From an optimization exercise on the open Yosys and OpenROAD flow, aimed at small area; shortcuts taken in it are not production practice.
In this exercise RTL edits were held to simulation tests only and were not proved equivalent to the original.
Power and IR drop assume default switching activity.

## run.sh

```bash
#!/bin/bash
# synth_recipe.tcl (not shown) runs the flow's synth.tcl, then flattens the netlist and writes it again
# the make line also repeats each setting of config.mk as NAME=value (left out here)
make -C /OpenROAD-flow-scripts/flow DESIGN_CONFIG=/design/flow/config.mk WORK_HOME=/design/flow/orfs CLKGATE_MAP_FILE= SYNTH_SCRIPT=/design/flow/synth_recipe.tcl finish
```

## config.mk

```make
export PLATFORM = sky130hd
export DESIGN_NAME = FSMs
export DESIGN_NICKNAME = FSMs
export VERILOG_FILES = /design/flow/design.v
export SDC_FILE = /design/flow/constraint.sdc
export NUM_CORES = 4
export LEC_CHECK = 0
export CAP_MARGIN = 20
export CORE_MARGIN = 2
export CORE_UTILIZATION = 40
export SLEW_MARGIN = 20
```

## constraint.sdc

```tcl
create_clock -name core_clock -period 5.0 [get_ports {clk}]
set_input_delay 1.0000 -clock core_clock [delete_from_list [all_inputs] [get_ports {clk}]]
set_output_delay 1.0000 -clock core_clock [all_outputs]
set_load 0.01 [all_outputs]
```

## design.v

```verilog
module FSMs(
    input clk, reset, start,
    input i_done, i_data_received_key, 
    input i_data_received_text,
    input [127:0] data,
    input i_byte_subs, i_shift_rows,
    input i_mix_columns,
    input i_key_addition, i_round_key_get_ready,
    output [3:0] round_cnt,
    output o_add, o_substitute, o_shift_rows, o_mix_columns,
    output o_calc_round_key, o_send, o_load,
    output reg [127:0] cipher_text
  );
  wire o_process, o_finished;
  reg i_process, i_finished;
  reg [127:0] text, key;
  MAIN_FSM main_fsm (
    .clk(clk), .reset(reset), .start(start),
    .i_data_received_text(i_data_received_text), 
    .i_data_received_key(i_data_received_key), 
    .i_finished(i_finished), 
    .i_done(i_done),
    .o_load(o_load), 
    .o_process(o_process), 
    .o_send(o_send)
  );
  ENCR_FSM encryption_fsm (
    .clk(clk), .reset(reset),
    .i_process(i_process),
    .i_byte_subs(i_byte_subs),
    .i_shift_rows(i_shift_rows),
    .i_mix_columns(i_mix_columns),
    .i_key_addition(i_key_addition),
    .i_round_key_get_ready(i_round_key_get_ready),
    .round_cnt(round_cnt), 
    .o_substitute(o_substitute),
    .o_shift_rows(o_shift_rows),
    .o_mix_columns(o_mix_columns),
    .o_add(o_add),
    .o_finished(o_finished),
    .o_calc_round_key(o_calc_round_key)
  );
  always@(posedge clk)
  begin
    if (reset)
    begin
      text <= 0;
      key <= 0;
      i_process <= 0;
      i_finished <= 0;
      cipher_text <= 0;
    end
    else
    begin
      i_process <= o_process;
      i_finished <= o_finished;
      cipher_text <= (o_send) ? text ^ key : 0;
      if (i_data_received_text)
      begin
        text <= data;
      end
      if (i_data_received_key)
      begin
        key <= data;
      end
    end
  end
endmodule
module MAIN_FSM(
    input clk, reset, start,
    input i_data_received_text, 
    input i_data_received_key, 
    input i_finished, 
    input i_done, 
    output reg o_load, 
    output reg o_process, 
    output reg o_send
  );
  reg [2:0] main_state;
  always @(posedge clk)
  begin
    if (reset)
    begin
      main_state <= 3'b000;
      o_load <= 0;
      o_process <= 0;
      o_send <= 0;
    end
    else 
    begin
      case (main_state)
        3'b000: begin
          if (start)
          begin
            main_state <= 3'b001;
            o_load <= 1;
          end
        end
        3'b001: begin
          if (i_data_received_text)
          begin
            main_state <= 3'b011;
            o_load <= 0;
          end
        end
        3'b011: begin
          if (i_data_received_key)
          begin
            main_state <= 3'b010;
            o_process <= 1;
            o_load <= 0;
          end
        end
        3'b010: begin
          if (i_finished)
          begin
            main_state <= 3'b110;
            o_process <= 0;
            o_send <= 1;
          end
        end
        3'b110: begin
          if (i_done)
          begin  
            main_state <= 3'b000;
            o_send <= 0;
          end
        end  
        default: begin
          main_state <= main_state;
          o_process <= 0;
          o_load <= 0;
          o_send <= 0;
        end
      endcase    
    end
  end  
endmodule
module ENCR_FSM(
    input clk, reset,
    input i_process,
    input i_byte_subs,
    input i_shift_rows,
    input i_mix_columns,
    input i_key_addition,
    input i_round_key_get_ready,
    output reg [3:0] round_cnt,   
    output reg o_finished, 
    output reg o_add,
    output reg o_substitute,
    output reg o_shift_rows,
    output reg o_mix_columns,
    output reg o_calc_round_key
  );
  reg [2:0] encr_state;
  wire key_ready = (i_round_key_get_ready == 1'b1);
  always@(posedge clk)
  begin
    if (reset)
    begin
      encr_state <= 3'b000;
      round_cnt <= -1;
      o_finished <= 1'b0;
      o_substitute <= 1'b0;
      o_add <= 1'b0;
      o_shift_rows <= 1'b0;
      o_mix_columns <= 1'b0;
      o_calc_round_key <= 1'b0;
    end
    else 
    begin
      case (encr_state)
        3'b000: begin
          if (i_process == 1'b1 & i_key_addition == 1'b1) 
          begin
            encr_state <= 3'b001;  
            o_add <= 1'b1;
            o_finished <= 1'b0;
          end
        end
        3'b001: begin
          if (key_ready == 1'b1 & round_cnt == 4'b1001)
          begin
            o_finished <= 1'b1;
            round_cnt <= round_cnt + 1;
            encr_state <= 3'b000;
            o_calc_round_key <= 1'b0;
            o_add <= 1'b0;
          end
          else if (key_ready == 1'b1 & round_cnt != 4'b1001)
          begin
            o_calc_round_key <= 1'b1;
            round_cnt <= round_cnt + 1;
            encr_state <= 3'b011;
            o_add <= 1'b0;
          end
        end
        3'b011: begin
          if (i_byte_subs)
          begin
            o_calc_round_key <= 1'b0;
            encr_state <= 3'b010;
            o_add <= 1'b0;
            o_substitute <= 1'b1;
          end
        end
        3'b010: begin
          if (i_shift_rows)
          begin
            encr_state <= 3'b110;
            o_substitute <= 1'b0;
            o_shift_rows <= 1'b1;
          end
        end
        3'b110: begin
          if (round_cnt != 4'b1001 & i_mix_columns)
          begin
            encr_state <= 3'b100;
            o_shift_rows <= 1'b0;
            o_mix_columns <= 1'b1;
          end
          else if (round_cnt == 4'b1001 & i_key_addition == 1'b1)
          begin
            encr_state <= 3'b001;
            o_shift_rows <= 1'b0;
            o_mix_columns <= 1'b0;
            o_add <= 1'b1;
          end
        end
        3'b100: begin
          if (i_key_addition == 1'b1)
          begin
            encr_state <= 3'b001;
            o_mix_columns <= 1'b0;
            o_add <= 1'b1;
          end 
        end
        default: begin
          encr_state <= 3'b000;
          round_cnt <= -1;
          o_finished <= 1'b0;
          o_substitute <= 1'b0;
          o_add <= 1'b0;
          o_shift_rows <= 1'b0;
          o_mix_columns <= 1'b0;
          o_calc_round_key <= 1'b0;
        end
      endcase
    end
  end
endmodule
```

==> summary.md, run 1 <==
| Metric | Value |
|---|---|
| Post-Syn Instances | `1366` |
| Met2 usage | `28.2%` |
| Core area | `35400 sq um` |
| PortBufs | `277` |
| Congestion Overflow GR | `0` |
| Max rail drop VDD | `0.000263 V` |
| Cell taking the most area after synthesis | `dfxtp_1` |
| Mapped Area | `14300 sq um` |
| Clk pin slew, worst setup/hold paths | `0.06 ns` |
| Critical Path AT | `1.60 ns` |
| Post-DP HPWL | `20100 um` |
| Hold path depth | `1` |
| EDFF count, synth | `0` |
| Vias in the first global route | `9920` |
| H-tree depth | `2` |
| CTS Buf Count | `44` |
| CP max-delay cell | `clkdlybuf4s50_1` |
| HP Class | `reg -> reg` |
| Met3 Use GR | `6.42%` |
| Fillcell total | `3215` |
| Max cap viols | `0` |
| CTS tree | `yes` |
| Die X | `193 um` |
| Initial core utilization | `40.5%` |
| FMAX | `385 MHz` |
| Via density | `4.64` |
| Synth top area share | `56.6%` |
| CTS root buf | `clkbuf_16` |
| Clk_skew | `0.0215 ns` |
| Final ANT Viol Nets | `0` |
| #FFs+latches synth | `405` |
| Skew-Pair Late Insertion Delay | `0.56 ns` |
| Final TNS setup | `0 ns` |
| CP max stage delay | `0.59 ns` |
| Largest net degree at the start of global routing | `112` |
| Final core utilization | `53.1%` |
| Crit-path cells | `clkdlybuf4s50_1` |
| Post-DP Area | `17400 sq um` |
| First-pass GRT wire length | `51700 um` |
| Final instance area | `18800 sq um` |
| Vias after detailed routing | `9783` |
| Critical Path Fanout Max | `4` |
| Tot GR Track Use | `17.0%` |
| Startpoint Class | `flip-flop` |
| Area contributors post-synth | `dfxtp_1 (57%), mux2i_1 (18%), nor2_1 (10%), xnor2_1 (7.8%), clkbuf_1 (1.2%)` |
| DRC violations left | `0` |
| Share of synthesized registers carrying an async set or reset | `0%` |
| R2R Setup Slk | `2.93 ns` |
| # IOs | `278` |
| Synth cell types | `47` |
| Post-CTS Setup Inserts | `0` |
| Commonest non-fill, non-tap cell in the layout | `dfxtp_1` |
| Top Usage Layer GRT | `met2` |
| Post-route minimum period | `2.60 ns` |
| DRT iter0 DRCs | `298` |
| Post-CTS resize count | `0` |
| Syn_area_per_cell | `10.5 sq um` |
| Synthesis Warnings | `3` |
| Pleak | `0.00758 uW` |
| Net Count, Synth | `1507` |
| Final Hold Viols | `0` |
| Routed wire per std cell | `15.2 um` |
| RePlAce Congestion | `0.778` |
| WS Path Type | `reg -> out` |
| Status | `complete, no violations` |
| Share of cells above drive strength 1 | `5.23%` |
| Final slew viol count | `0` |
| Drt pass-1 iters | `4` |
| Die area | `37300 sq um` |
| Die Height | `193 um` |
| RSZ-0062 raised after global routing | `no` |
| CP delay by family, top | `buffers and inverters` |
| Final setup viols | `0` |
| CP required | `4.00 ns` |
| Seq/Total Area, Yosys | `56.6%` |
| Worst path bufs/invs | `1` |
| Fin Hold WS | `0.464 ns` |
| Clock sinks | `405` |
| Worst-margin pin slew | `0.980 ns` |
| Pwr Density | `376 nW/um^2` |
| Register-to-Register Path Depth | `4` |
| Most frequent cells in the layout | `dfxtp_1 (405), nor2_1 (389), clkdlybuf4s50_1 (274)` |
| Stages on the worst setup path | `1` |
| Cell Rows | `69` |
| Period utilization | `52.0%` |
| Post-CTS Hold Buffers | `0` |
| Dominant synthesized flop cell | `dfxtp_1` |
| Final nets | `1757` |
| DRT Wirelength | `31900 um` |
| Initial antenna violation count | `3` |
| Area grow syn2layout | `31.4%` |
| Headroom to the max-slew limit | `34.6%` |
| Maximum buffer depth of the clock tree | `3` |
| Grt met1 use | `20.1%` |
| Crit. End Element | `output pin` |
sequential cells by signal (all words and copies together), names as in the netlist, 3 cells and up:
register	flops
cipher_text	128
key	128
text	128
encryption_fsm.round_cnt	4
encryption_fsm.encr_state	3
main_fsm.main_state	3
synth_stat cells, types with 2 or more instances:
cell type    n
dfxtp_1    405
nor2_1     389
mux2i_1    258
xnor2_1    128
clkbuf_1    44
buf_2       32
a21oi_1     16
nand2_1     12
o21ai_0      8
inv_1        7
nor2b_1      7
buf_1        4
nor3_1       4
a31oi_1      3
nand3_1      3
o211ai_1     3
xor2_1       3
a21boi_0     2
and3_1       2
and3b_1      2
ha_1         2
nand2b_1     2
nand3b_1     2
nor3b_1      2
o21a_1       2
o21bai_1     2
or3_1        2
path summary, 6_finish.rpt:
kind                                start                           end
max reg2reg  encryption_fsm.encr_state[1]  encryption_fsm.encr_state[1]
max                       main_fsm.o_send                        o_send
min reg2reg            main_fsm.o_process                     i_process
min                    main_fsm.o_process                     i_process
power by group:
group | internal [uW] | total (uW) | leakage [uW] | switching, uW
Clock | 1810 | 3070 | 0.000674 | 1260
Combinational | 313 | 551 | 0.00359 | 238
Sequential | 3360 | 3440 | 0.00331 | 86.0
Total | 5480 | 7070 | 0.00758 | 1580
metrics by stage:
stage / std cells / worst slack, ns / power, uW
finish: 2107 / 2.40 / 7070
floorplan: 1366 / 2.93 / 3870
global placement: 2031 / 1.82 / 4060
CTS: 2105 / 2.34 / 7180
global route: 2106 / 2.20 / 7370
detailed placement: 2031 / 1.77 / 4070
cell families (layout without fill, tap and decap cells):
kind of cell	count (synthesis)	in the layout	share of synthesized area, %
simple gates	432	432	12.0
flops	405	405	56.6
mux	259	259	18.1
xor+xnor	131	131	8.01
buf+inv	88	366	2.64
compound gates	49	49	2.43
fa+ha+maj	2	2	0.175
other cells	0	2	0
area by class of cell:
class                      instances  area (sq um)  area share (%)
tap                              461           577            3.07
clock inverter                    11           104           0.552
clock buffer                      63          1270            6.77
antenna                            2          5.00          0.0266
inverter                           7          26.3           0.140
timing repair buffer             285          2880            15.3
sequential                       405          8110            43.1
multi-input combinational        873          5840            31.1
per-layer routing:
layer / part of all wire, % / vias to the layer above
li1: - / 4934
met3: 7.8 / 47
met4: 2.0 / 2
met2: 47 / 203
met5: 0.050 / -
met1: 43 / 4597
==> run 2: changes to the inputs <==
==> design.v (replaced) <==
module FSMs(
    input clk, reset, start,
    input i_done, i_data_received_key,
    input i_data_received_text,
    input [127:0] data,
    input i_byte_subs, i_shift_rows,
    input i_mix_columns,
    input i_key_addition, i_round_key_get_ready,
    output reg [3:0] round_cnt,
    output reg o_add, o_substitute, o_shift_rows, o_mix_columns,
    output reg o_calc_round_key, o_send, o_load,
    output reg [127:0] cipher_text
  );
  reg [127:0] text, key;
  reg st_key, o_process, i_process;
  reg o_finished, i_finished;
  always @(posedge clk) begin
    if (i_data_received_text) text <= data;
    if (i_data_received_key) key <= data;
  end
  always @(posedge clk)
    cipher_text <= (o_send & ~reset) ? text ^ key : 128'd0;
  wire m_idle = ~(o_load | st_key | o_process | o_send);
  always @(posedge clk) begin
    if (reset) begin
      o_load <= 1'b0;
      st_key <= 1'b0;
      o_process <= 1'b0;
      o_send <= 1'b0;
      i_process <= 1'b0;
      i_finished <= 1'b0;
    end else begin
      o_load <= (m_idle & start) | (o_load & ~i_data_received_text);
      st_key <= (o_load & i_data_received_text) | (st_key & ~i_data_received_key);
      o_process <= (st_key & i_data_received_key) | (o_process & ~i_finished);
      o_send <= (o_process & i_finished) | (o_send & ~i_done);
      i_process <= o_process;
      i_finished <= o_finished;
    end
  end
  wire e_wait = ~(o_add | o_calc_round_key | o_substitute | o_shift_rows | o_mix_columns);
  wire last = (round_cnt == 4'd9);
  wire go = e_wait & i_process & i_key_addition;
  wire ka_done = o_add & i_round_key_get_ready;
  always @(posedge clk) begin
    if (reset) begin
      round_cnt <= 4'hf;
      o_finished <= 1'b0;
      o_add <= 1'b0;
      o_calc_round_key <= 1'b0;
      o_substitute <= 1'b0;
      o_shift_rows <= 1'b0;
      o_mix_columns <= 1'b0;
    end else begin
      if (ka_done) round_cnt <= round_cnt + 4'd1;
      if (go) o_finished <= 1'b0;
      else if (ka_done & last) o_finished <= 1'b1;
      o_add <= go | (o_add & ~i_round_key_get_ready)
             | (o_shift_rows & last & i_key_addition)
             | (o_mix_columns & i_key_addition);
      o_calc_round_key <= (ka_done & ~last) | (o_calc_round_key & ~i_byte_subs);
      o_substitute <= (o_calc_round_key & i_byte_subs) | (o_substitute & ~i_shift_rows);
      o_shift_rows <= (o_substitute & i_shift_rows)
                    | (o_shift_rows & ~(last ? i_key_addition : i_mix_columns));
      o_mix_columns <= (o_shift_rows & ~last & i_mix_columns) | (o_mix_columns & ~i_key_addition);
    end
  end
endmodule
==> flow/run.sh (new file) <==
#!/bin/bash
# The standard ORFS flow (the standard.sh, standard synthesis unchanged) with two
# changes: port buffers are the smallest buffer (buf_1) instead of the cell
# buffer_ports picks by default, and CTS uses clkbuf_8 with moderate sink clusters
# and no dummy loads. Each tool's output is kept in this folder's logs.
set -euo pipefail
bash standard.sh \
  "BUFFER_PORTS_ARGS=-buffer_cell sky130_fd_sc_hd__buf_1" \
  "CTS_ARGS=-sink_clustering_enable -repair_clock_nets -dont_use_dummy_load -sink_clustering_size 20 -sink_clustering_max_diameter 60 -buf_list sky130_fd_sc_hd__clkbuf_8" \
  finish > flow_make.log 2>&1
cp -r orfs/logs orfs_logs 2>/dev/null || true
==> standard.sh (new file) <==
#!/bin/bash
# synth_recipe.tcl (not shown) runs the flow's synth.tcl, then flattens the netlist and writes it again
# the make line also repeats each setting of config.mk as NAME=value (left out here)
make -C /OpenROAD-flow-scripts/flow DESIGN_CONFIG=/design/flow/config.mk WORK_HOME=/design/flow/orfs CLKGATE_MAP_FILE= SYNTH_SCRIPT=/design/flow/synth_recipe.tcl "${@:-finish}"
--- a/config.mk
+++ b/config.mk
@@ -8,4 +8,4 @@
 export CAP_MARGIN = 20
 export CORE_MARGIN = 2
-export CORE_UTILIZATION = 40
+export CORE_UTILIZATION = 70
 export SLEW_MARGIN = 20
removed: run.sh
==> summary.md, run 2 <==
| Metric | Value |
|---|---|
| Dominant synthesized flop cell | `edfxtp_1` |
| Final worst slack | `2.63 ns` |
| #FFs+latches synth | `400` |
| Congestion Overflow GR | `0` |
| Clk_skew | `0.0297 ns` |
| Die X | `138 um` |
| FMAX | `422 MHz` |
| Final nets | `1158` |
| Critical Path Fanout Max | `64` |
| Area of the multi-input gates | `1920 sq um` |
| First-pass GRT wire length | `32000 um` |
| Initial antenna violation count | `0` |
| Skew-Pair Late Insertion Delay | `0.55 ns` |
| Switching Share | `19.7%` |
| Post-DP HPWL | `14100 um` |
| Synthesis Warnings | `1` |
| Largest regs | `cipher_text (128), key (128), text (128)` |
| R2R Setup Slk | `3.36 ns` |
| Maximum buffer depth of the clock tree | `3` |
| Most frequent cells in the layout | `buf_1 (275), edfxtp_1 (256), dfxtp_1 (144)` |
| Area contributors post-synth | `edfxtp_1 (61%), dfxtp_1 (23%), xnor2_1 (8.9%), nor2_1 (4.0%), buf_4 (0.77%)` |
| Final slew viol count | `0` |
| Hold EP | `o_send` |
| HP Class | `reg -> reg` |
| Worst slack at placement | `2.06 ns` |
| Share of cells above drive strength 1 | `3.15%` |
| Drt pass-1 iters | `4` |
| Net Count, Synth | `867` |
| Seq/Total Area, Yosys | `83.8%` |
| CP required | `5.40 ns` |
| Crit. End Element | `flip-flop` |
| Worst-margin pin slew | `0.937 ns` |
| DRT iter0 DRCs | `298` |
| Core area | `17800 sq um` |
| Pwr Density | `372 nW/um^2` |
| Period utilization | `47.3%` |
| Post-CTS resize count | `0` |
| Cell taking the most area after synthesis | `edfxtp_1` |
| Final TNS setup | `0 ns` |
| Die Height | `138 um` |
| Internal power | `4250 uW` |
| Final setup viols | `0` |
| H-tree depth | `1` |
| Vias after detailed routing | `6347` |
| Register Area | `10600 sq um` |
| Commonest non-fill, non-tap cell in the layout | `buf_1` |
| CP max-delay cell | `nand2b_4` |
| DRC violations left | `0` |
| Vias in the first global route | `6331` |
| Clock sinks | `400` |
| DP Cell Count | `1221` |
| WS Path Type | `in -> reg` |
| Largest net degree at the start of global routing | `74` |
| Flop pwr share | `71.3%` |
| Headroom to the max-slew limit | `37.6%` |
| Clock power frac | `24.0%` |
| Register-to-Register Path Depth | `3` |
| EDFF count, synth | `256` |
| RePlAce Congestion | `0.815` |
| Hold path depth | `2` |
| Synth cell types | `33` |
| Area grow syn2layout | `12.7%` |
| Cell Rows | `49` |
| Top-count cell post-synth | `edfxtp_1` |
| Fillcell total | `1051` |
| Share of synthesized registers carrying an async set or reset | `0%` |
| Final ANT Viol Nets | `0` |
| Mapped Area | `12600 sq um` |
| DRT Wirelength | `20900 um` |
| Post-CTS Hold Buffers | `0` |
| Final Hold Viols | `0` |
| Switching power total | `1040 uW` |
| Initial core utilization | `70.7%` |
| Comb power frac | `4.7%` |
| Critical Path AT | `2.77 ns` |
| Die area | `19100 sq um` |
| CTS Buf Count | `23` |
| Clk pin slew, worst setup/hold paths | `0.12 ns` |
| # IOs | `278` |
| Post-route minimum period | `2.37 ns` |
| PortBufs | `277` |
| Post-CTS Setup Inserts | `0` |
| Max cap viols | `0` |
| Status | `complete, no violations` |
| Startpoint Class | `primary input` |
| Post-Syn Instances | `726` |
| Post-DP Area | `13900 sq um` |
| Ant diodes | `0` |
| RSZ-0062 raised after global routing | `no` |
| Via density | `5.10` |
| Crit-path cells | `buf_1, nand2b_4, buf_4, nor2_1` |
| Hold path startpoint | `i_finished` |
| Routed wire per std cell | `16.8 um` |
| Pleak | `0.00478 uW` |
| Tot GR Track Use | `21.3%` |
| Max rail drop VDD | `0.000366 V` |
| CTS root buf | `clkbuf_8` |
| Non-filler cells, final | `1244` |
| Final instance area | `14200 sq um` |
| Syn_area_per_cell | `17.4 sq um` |
| CTS tree | `yes` |
| CP max stage delay | `0.71 ns` |
| R2r endpoint | `cipher_text[69]` |
| Worst reg2reg path startpoint | `o_send` |
| Post-synth top cells | `edfxtp_1 (256), dfxtp_1 (144), nor2_1 (133), xnor2_1 (128), buf_4 (13)` |
| Synth top area share | `60.9%` |
-- run 2: cell count changes after synthesis, sizes merged, moves of 6 or more --
| cell | before | now |
|---|---|---|
| dfxtp | 405 | 144 |
| mux2i | 258 | 0 |
| edfxtp | 0 | 256 |
| nor2 | 389 | 133 |
| clkbuf | 44 | 1 |
| buf | 37 | 14 |
| a21oi | 16 | 5 |
| o21ai | 10 | 2 |
| nand2 | 12 | 6 |
-- run 2: layout make-up --
| cell class | instances | share of cell area (%) |
|---|---|---|
| clock buffers | 23 | 2.23 |
| repair buffers | 281 | 7.75 |
| multi-input cells | 306 | 13.5 |
| inverters | 5 | 0.132 |
| flip-flops and latches | 400 | 74.3 |
| well taps | 229 | 2.02 |
-- run 2: logic make-up (layout without fill, tap and decap cells) --
logic type      count (synthesis)  in the layout  share of synthesized area, %
flops                         400            400                          83.8
simple gates                  160            160                          5.30
xor+xnor                      130            130                          9.02
buf+inv                        20            309                         0.991
compound gates                 14             14                         0.724
fa+ha+maj                       2              2                         0.198
-- run 2: critical path: cells and delay by family --
family	cells	cell delay [ns]
buffers and inverters	2	0.91
AND/OR/NAND/NOR	2	0.81
-- run 2: worst max-delay path by stage --
stage	from	slack, ns	end
after floorplan	i_round_key_get_ready	3.35	round_cnt[3]
after global placement	reset	2.13	cipher_text[8]
after detailed placement	reset	2.06	cipher_text[69]
after CTS	reset	2.63	cipher_text[69]
after global routing	reset	2.50	cipher_text[42]
final	reset	2.63	cipher_text[69]
-- run 2: power by group through the flow --
stage	Sequential, uW	Clock (uW)	Combinational [uW]
after floorplan	3840	0	138
after global placement	3840	0	240
after detailed placement	3850	0	251
after CTS	3770	1310	252
after global routing	3790	1420	279
final	3770	1270	250
-- run 2: per-stage QoR --
step | hold WS [ns] | util, % | total power [uW]
after floorplan | 0.416 | - | 3970
after global placement | 0.427 | 77.9 | 4080
after global routing | 0.510 | 79.7 | 5490
final | 0.468 | 79.7 | 5290
after CTS | 0.465 | 79.7 | 5330
after detailed placement | 0.433 | 77.9 | 4100
-- run 2: layer usage --
metal | GRT usage [%] | up-vias | wire (um)
met5 | 0 | - | 0
met2 | 36.9 | 219 | 10500
met3 | 4.81 | 40 | 1440
met1 | 27.3 | 3043 | 8400
met4 | 6.66 | 0 | 580
li1 | - | 3045 | -
==> run 3: changes to the inputs <==
--- a/design.v
+++ b/design.v
@@ -29,5 +29,4 @@
       o_send <= 1'b0;
       i_process <= 1'b0;
-      i_finished <= 1'b0;
     end else begin
       o_load <= (m_idle & start) | (o_load & ~i_data_received_text);
@@ -36,7 +35,7 @@
       o_send <= (o_process & i_finished) | (o_send & ~i_done);
       i_process <= o_process;
-      i_finished <= o_finished;
     end
   end
+  always @(posedge clk) i_finished <= o_finished;
   wire e_wait = ~(o_add | o_calc_round_key | o_substitute | o_shift_rows | o_mix_columns);
   wire last = (round_cnt == 4'd9);
==> summary.md, run 3 <==
| Metric | Value |
|---|---|
| Clk_skew | `0.0326 ns` |
| CP max stage delay | `0.77 ns` |
| Clk pin slew, worst setup/hold paths | `0.11 ns` |
| EDFF count, synth | `256` |
| Final TNS setup | `0 ns` |
| Syn_area_per_cell | `17.3 sq um` |
| FMAX | `414 MHz` |
| DRC violations left | `0` |
| Headroom to the max-slew limit | `31.6%` |
| Synth top area share | `61.1%` |
| Fillcell total | `1049` |
| Startpoint Class | `primary input` |
| Commonest non-fill, non-tap cell in the layout | `buf_1` |
| Pleak | `0.00479 uW` |
| Net Count, Synth | `866` |
| Worst-margin pin slew | `1.03 ns` |
| Flop pwr share | `71.1%` |
| Area grow syn2layout | `13.1%` |
| Final ANT Viol Nets | `0` |
| CP delay by family, top | `buffers and inverters` |
| CP required | `5.41 ns` |
| Maximum buffer depth of the clock tree | `3` |
| Initial antenna violation count | `0` |
| Vias in the first global route | `6402` |
| Via density | `5.10` |
| Clock sinks | `400` |
| Max cap viols | `0` |
| Post-CTS Setup Inserts | `0` |
| Synthesis Warnings | `1` |
| CTS tree | `yes` |
| Top-count cell post-synth | `edfxtp_1` |
| Drt pass-1 iters | `4` |
| Core area | `17800 sq um` |
| Comb power frac | `4.7%` |
| Final slew viol count | `0` |
| RSZ-0062 raised after global routing | `no` |
| Most frequent cells in the layout | `buf_1 (275), edfxtp_1 (256), dfxtp_1 (144)` |
| Die X | `138 um` |
| Status | `complete, no violations` |
| Period utilization | `48.3%` |
| DRT iter0 DRCs | `383` |
| Final setup viols | `0` |
| Area contributors post-synth | `edfxtp_1 (61%), dfxtp_1 (23%), xnor2_1 (8.9%), nor2_1 (4.0%), buf_2 (0.52%)` |
| Hold path startpoint | `o_finished` |
| CTS Buf Count | `24` |
| Worst reg2reg path startpoint | `o_send` |
| Largest regs | `cipher_text (128), key (128), text (128)` |
| Mapped Area | `12600 sq um` |
| Cell taking the most area after synthesis | `edfxtp_1` |
| Worst path bufs/invs | `2` |
| Crit-path cells | `buf_1, nand2b_4, buf_4, nor2_1` |
| Synth cell types | `32` |
| Non-filler cells, final | `1244` |
| Max rail drop VDD | `0.000340 V` |
| Vias after detailed routing | `6347` |
| Share of synthesized registers carrying an async set or reset | `0%` |
| Skew-Pair Late Insertion Delay | `0.55 ns` |
| Congestion Overflow GR | `0` |
| HP Class | `reg -> reg` |
| Dominant synthesized flop cell | `edfxtp_1` |
| Post-CTS resize count | `0` |
| Final core utilization | `80.0%` |
| RePlAce Congestion | `0.769` |
| # IOs | `278` |
| Post-DP Area | `13900 sq um` |
| Post-Syn Instances | `725` |
| DP Cell Count | `1220` |
| Post-DP HPWL | `14100 um` |
| First-pass GRT wire length | `32000 um` |
| Post-CTS Hold Buffers | `0` |
| Final nets | `1158` |
| Largest net degree at the start of global routing | `70` |
| Die area | `19100 sq um` |
| Final instance area | `14200 sq um` |
| Switching Share | `19.6%` |
| Initial core utilization | `70.7%` |
| #FFs+latches synth | `400` |
| Switching power total | `1040 uW` |
| CP max-delay cell | `nand2b_4` |
| Crit. End Element | `flip-flop` |
| Tot GR Track Use | `21.4%` |
| Share of cells above drive strength 1 | `3.25%` |
| Pwr Density | `373 nW/um^2` |
| Post-synth top cells | `edfxtp_1 (256), dfxtp_1 (144), nor2_1 (133), xnor2_1 (128), buf_2 (13)` |
| Ant diodes | `0` |
| Seq/Total Area, Yosys | `84.1%` |
| Clock power frac | `24.2%` |
| WS Path Type | `in -> reg` |
| CTS root buf | `clkbuf_8` |
| Routed wire per std cell | `16.8 um` |
| Die Height | `138 um` |
| Post-route minimum period | `2.41 ns` |
| Final Hold Viols | `0` |
| Critical Path AT | `2.83 ns` |
| Cell Rows | `49` |
| PortBufs | `277` |
| Internal power | `4270 uW` |
| H-tree depth | `1` |
| DRT Wirelength | `21000 um` |
| CP startpoint | `reset` |
| Critical Path Fanout Max | `69` |
## run 3: worst paths after layout
kind                                        end  slack, ns  cells past startpoint
worst min-delay path                 i_finished       0.36                      0
worst max register to register  cipher_text[50]       3.34                      3
worst min register to register       i_finished       0.36                      0
worst max-delay path            cipher_text[50]       2.59                      4
## run 3: power by group through the flow
stage / Sequential, uW / Combinational, uW / Clock, uW
2_1_floorplan: 3840 / 138 / 0
3_3_place_gp: 3840 / 238 / 0
3_5_place_dp: 3850 / 249 / 0
4_1_cts: 3770 / 252 / 1320
5_1_grt: 3790 / 275 / 1430
6_report: 3770 / 250 / 1290
## run 3: metal layers
| layer | global-route usage [%] | up-vias | part of all wire, % |
|---|---|---|---|
| met5 | 0 | - | 0 |
| met4 | 6.39 | 0 | 2.7 |
| met2 | 37.2 | 234 | 50 |
| li1 | - | 3050 | - |
| met3 | 6.03 | 38 | 8.9 |
| met1 | 26.5 | 3025 | 39 |
## run 3: per-stage QoR
step / hold WS (ns) / power (uW) / worst slack, ns
5_1_grt: 0.376 / 5490 / 2.45
2_1_floorplan: 0.325 / 3970 / 3.35
3_5_place_dp: 0.339 / 4100 / 2.02
6_report: 0.358 / 5310 / 2.59
3_3_place_gp: 0.342 / 4070 / 2.14
4_1_cts: 0.365 / 5350 / 2.58
## run 3: area by class of cell
cell class	count	area [sq um]	share of cell area, %
Timing Repair Buffer	281	1100	7.75
Multi-Input combinational cell	305	1920	13.5
Inverter	5	18.8	0.132
Tap cell	229	287	2.01
Clock buffer	24	330	2.32
Sequential cell	400	10600	74.3
## run 3: logic make-up (layout without fill, tap and decap cells)
logic type / Yosys count / after routing / synth area share [%]
buffers and inverters: 20 / 310 / 0.756
xor gates and xnor gates: 130 / 130 / 9.05
and+or+nand+nor: 159 / 159 / 5.20
AOI/OAI and AO/OA: 14 / 14 / 0.726
adders and majority gates: 2 / 2 / 0.199
DFF: 400 / 400 / 84.1
==> run 4: changes to the inputs <==
--- a/design.v
+++ b/design.v
@@ -14,5 +14,5 @@
   reg [127:0] text, key;
   reg st_key, o_process, i_process;
-  reg o_finished, i_finished;
+  reg fin_seen, i_finished;
   always @(posedge clk) begin
     if (i_data_received_text) text <= data;
@@ -37,13 +37,14 @@
     end
   end
-  always @(posedge clk) i_finished <= o_finished;
   wire e_wait = ~(o_add | o_calc_round_key | o_substitute | o_shift_rows | o_mix_columns);
   wire last = (round_cnt == 4'd9);
   wire go = e_wait & i_process & i_key_addition;
   wire ka_done = o_add & i_round_key_get_ready;
+  wire o_finished = e_wait & fin_seen;
+  always @(posedge clk) i_finished <= o_finished;
   always @(posedge clk) begin
     if (reset) begin
       round_cnt <= 4'hf;
-      o_finished <= 1'b0;
+      fin_seen <= 1'b0;
       o_add <= 1'b0;
       o_calc_round_key <= 1'b0;
@@ -53,6 +54,5 @@
     end else begin
       if (ka_done) round_cnt <= round_cnt + 4'd1;
-      if (go) o_finished <= 1'b0;
-      else if (ka_done & last) o_finished <= 1'b1;
+      if (ka_done & last) fin_seen <= 1'b1;
       o_add <= go | (o_add & ~i_round_key_get_ready)
              | (o_shift_rows & last & i_key_addition)
==> flow/run.sh (replaced) <==
#!/bin/bash
# The standard ORFS flow (the standard.sh, standard synthesis unchanged) with two
# changes: port buffers are the smallest buffer (buf_1) instead of the cell
# buffer_ports picks by default, and CTS uses clkbuf_4 with moderate sink clusters
# and no dummy loads. Each tool's output is kept in this folder's logs.
set -euo pipefail
bash standard.sh \
  "BUFFER_PORTS_ARGS=-buffer_cell sky130_fd_sc_hd__buf_1" \
  "CTS_ARGS=-sink_clustering_enable -repair_clock_nets -dont_use_dummy_load -sink_clustering_size 12 -sink_clustering_max_diameter 50 -buf_list sky130_fd_sc_hd__clkbuf_4" \
  finish > flow_make.log 2>&1
cp -r orfs/logs orfs_logs 2>/dev/null || true
==> summary.md, run 4 <==
| Metric | Value |
|---|---|
| Initial antenna violation count | `3` |
| Area grow syn2layout | `12.9%` |
| Status | `complete, no violations` |
| Pwr Density | `371 nW/um^2` |
| Vias in the first global route | `6550` |
| Initial core utilization | `70.7%` |
| Commonest non-fill, non-tap cell in the layout | `buf_1` |
| Top-count cell post-synth | `edfxtp_1` |
| CTS Buf Count | `39` |
| Final setup viols | `0` |
| Clk_skew | `0.0717 ns` |
| Share of synthesized registers carrying an async set or reset | `0%` |
| Startpoint Class | `flip-flop` |
| WS Path Type | `reg -> out` |
| # IOs | `278` |
| First-pass GRT wire length | `33400 um` |
| RSZ-0062 raised after global routing | `no` |
| Critical Path AT | `1.23 ns` |
| EDFF count, synth | `256` |
| Largest net degree at the start of global routing | `131` |
| Worst-margin pin slew | `0.851 ns` |
| DRC violations left | `0` |
| Worst slack at placement | `2.11 ns` |
| Final TNS setup | `0 ns` |
| Largest regs | `cipher_text (128), key (128), text (128)` |
| #FFs+latches synth | `400` |
| Via density | `5.14` |
| Max cap viols | `0` |
| HP Class | `reg -> reg` |
| Final nets | `1174` |
| Drt pass-1 iters | `4` |
| RePlAce Congestion | `0.803` |
| Maximum buffer depth of the clock tree | `3` |
| Cell Rows | `49` |
| Synth cell types | `30` |
| Final slew viol count | `0` |
| Pleak | `0.00479 uW` |
| Dominant synthesized flop cell | `edfxtp_1` |
| Skew-Pair Late Insertion Delay | `0.67 ns` |
| Die Height | `138 um` |
| Syn_area_per_cell | `17.3 sq um` |
| Synthesis Warnings | `1` |
| PortBufs | `277` |
| Cell taking the most area after synthesis | `edfxtp_1` |
| CP max stage delay | `0.46 ns` |
| R2r endpoint | `cipher_text[66]` |
| Crit. End Element | `output pin` |
| Post-synth top cells | `edfxtp_1 (256), dfxtp_1 (144), nor2_1 (133), xnor2_1 (128), buf_2 (14)` |
| FMAX | `448 MHz` |
| Die X | `138 um` |
| Area contributors post-synth | `edfxtp_1 (61%), dfxtp_1 (23%), xnor2_1 (8.9%), nor2_1 (4.0%), buf_2 (0.56%)` |
| Final Hold Viols | `0` |
| Post-Syn Instances | `725` |
| Final core utilization | `79.8%` |
| Critical Path Fanout Max | `6` |
| CP max-delay cell | `dfxtp_1` |
| Net Count, Synth | `866` |
| Clk pin slew, worst setup/hold paths | `0.12 ns` |
| Core area | `17800 sq um` |
| CP delay by family, top | `flip-flops` |
| Max rail drop VDD | `0.000272 V` |
| Final worst slack | `2.77 ns` |
| Vias after detailed routing | `6487` |
| Congestion Overflow GR | `0` |
| Stages on the worst setup path | `1` |
| Die area | `19000 sq um` |
| Headroom to the max-slew limit | `43.2%` |
| End point of the critical path | `o_add` |
| CTS tree | `yes` |
| Most frequent cells in the layout | `buf_1 (275), edfxtp_1 (256), dfxtp_1 (144)` |
| R2R Setup Slk | `3.44 ns` |
| Crit-path cells | `buf_1` |
| CP startpoint | `o_add` |
| DRT Wirelength | `21500 um` |
| CP required | `4.00 ns` |
| Post-CTS Hold Buffers | `0` |
| Worst path bufs/invs | `1` |
| Clock sinks | `400` |
| Tot GR Track Use | `22.6%` |
| Register-to-Register Path Depth | `3` |
| Worst reg2reg path startpoint | `o_send` |
| Period utilization | `44.7%` |
| Seq/Total Area, Yosys | `84.1%` |
| Post-CTS resize count | `0` |
| Post-route minimum period | `2.23 ns` |
| Final ANT Viol Nets | `0` |
| DRT iter0 DRCs | `431` |
| Routed wire per std cell | `17.0 um` |
| Share of cells above drive strength 1 | `4.85%` |
| Post-CTS Setup Inserts | `0` |
| H-tree depth | `2` |
| Post-DP HPWL | `14300 um` |
| Synth top area share | `61.1%` |
| Mapped Area | `12600 sq um` |
| CTS root buf | `clkbuf_4` |
run 4: cells by family (layout without fill, tap and decap cells):
group                    Yosys count  in the layout  synth area share (%)
flip-flops                       400            400                  84.1
AND/OR/NAND/NOR                  160            160                  5.26
XOR/XNOR                         130            130                  9.06
AO/OA/AOI/OAI                     14             14                 0.697
buffers and inverters             19            325                 0.707
other                              0              3                     0
adder cells (fa/ha/maj)            2              2                 0.199
run 4: cell type report:
type	count	area [sq um]
Clock buffer	39	293
Tap cell	229	287
Inverter	4	15.0
Sequential cell	400	10600
Multi-Input combinational cell	306	1920
Antenna cell	3	7.51
Timing Repair Buffer	282	1100
Fill cell	1035	3590
run 4: worst min path at each step:
stage	from	end	slack [ns]	cells past startpoint
global route	data[13]	key[13]	0.46	1
finish	i_finished	o_send	0.48	2
floorplan	i_finished	o_send	0.42	2
CTS	data[95]	key[95]	0.47	1
detailed placement	i_finished	o_send	0.43	2
global placement	i_finished	o_send	0.44	2
run 4: per-stage QoR:
| stage | total power, uW | std cells | hold slack [ns] | cell area, sq um |
|---|---|---|---|---|
| 3_5_place_dp | 4110 | 1221 | 0.435 | 13900 |
| 4_1_cts | 5310 | 1260 | 0.471 | 14200 |
| 6_report | 5270 | 1263 | 0.476 | 14200 |
| 5_1_grt | 5470 | 1262 | 0.461 | 14200 |
| 2_1_floorplan | 3970 | 725 | 0.416 | 12600 |
| 3_3_place_gp | 4080 | 1221 | 0.439 | 13900 |
run 4: metal layers:
layer | up-vias | wire (um) | GRT usage [%]
li1 | 3098 | - | -
met4 | 0 | 688 | 8.11
met3 | 47 | 1870 | 7.45
met2 | 256 | 10700 | 38.2
met5 | - | 0 | 0
met1 | 3086 | 8170 | 27.6
run 4: where the power goes:
part	internal [uW]	switching [uW]
Clock	362	876
Combinational	131	119
Sequential	3700	75.9
Total	4190	1070

re-timing with driven ports:
No port has a modelled driver above. Below, the same layouts with a new extraction and two added sets of constraints. Step 1 assumes that a clkbuf_16 drives the clock port and a buf_2 every other input. Step 2 also shifts input and output timing later by t, the mid clock arrival at the registers, as if the neighbouring blocks saw the same clock. Slacks: ideal / step 1 / step 2; pairs: ideal / step 1.
| run | t (ns) | slack for setup (ns) | worst hold slack (ns) | clock arrival spread, ns |
|---|---|---|---|---|
| run 1 | 0.600 | 2.401 / 2.348 / 1.867 | 0.464 / 0.464 / 0.464 | 0.025 / 0.024 |
| run 2 | 0.572 | 2.633 / 2.645 / 2.074 | 0.468 / 0.468 / 0.468 | 0.035 / 0.035 |
| run 3 | 0.573 | 2.587 / 2.599 / 2.026 | 0.358 / 0.358 / 0.358 | 0.035 / 0.036 |
| run 4 | 0.664 | 2.766 / 2.728 / 2.132 | 0.476 / 0.476 / 0.476 | 0.086 / 0.086 |
After both steps setup and hold are still met in every run listed. The setup slack of run 4, which loses most, moves by -0.038 ns with the drivers and by -0.634 ns with both steps.
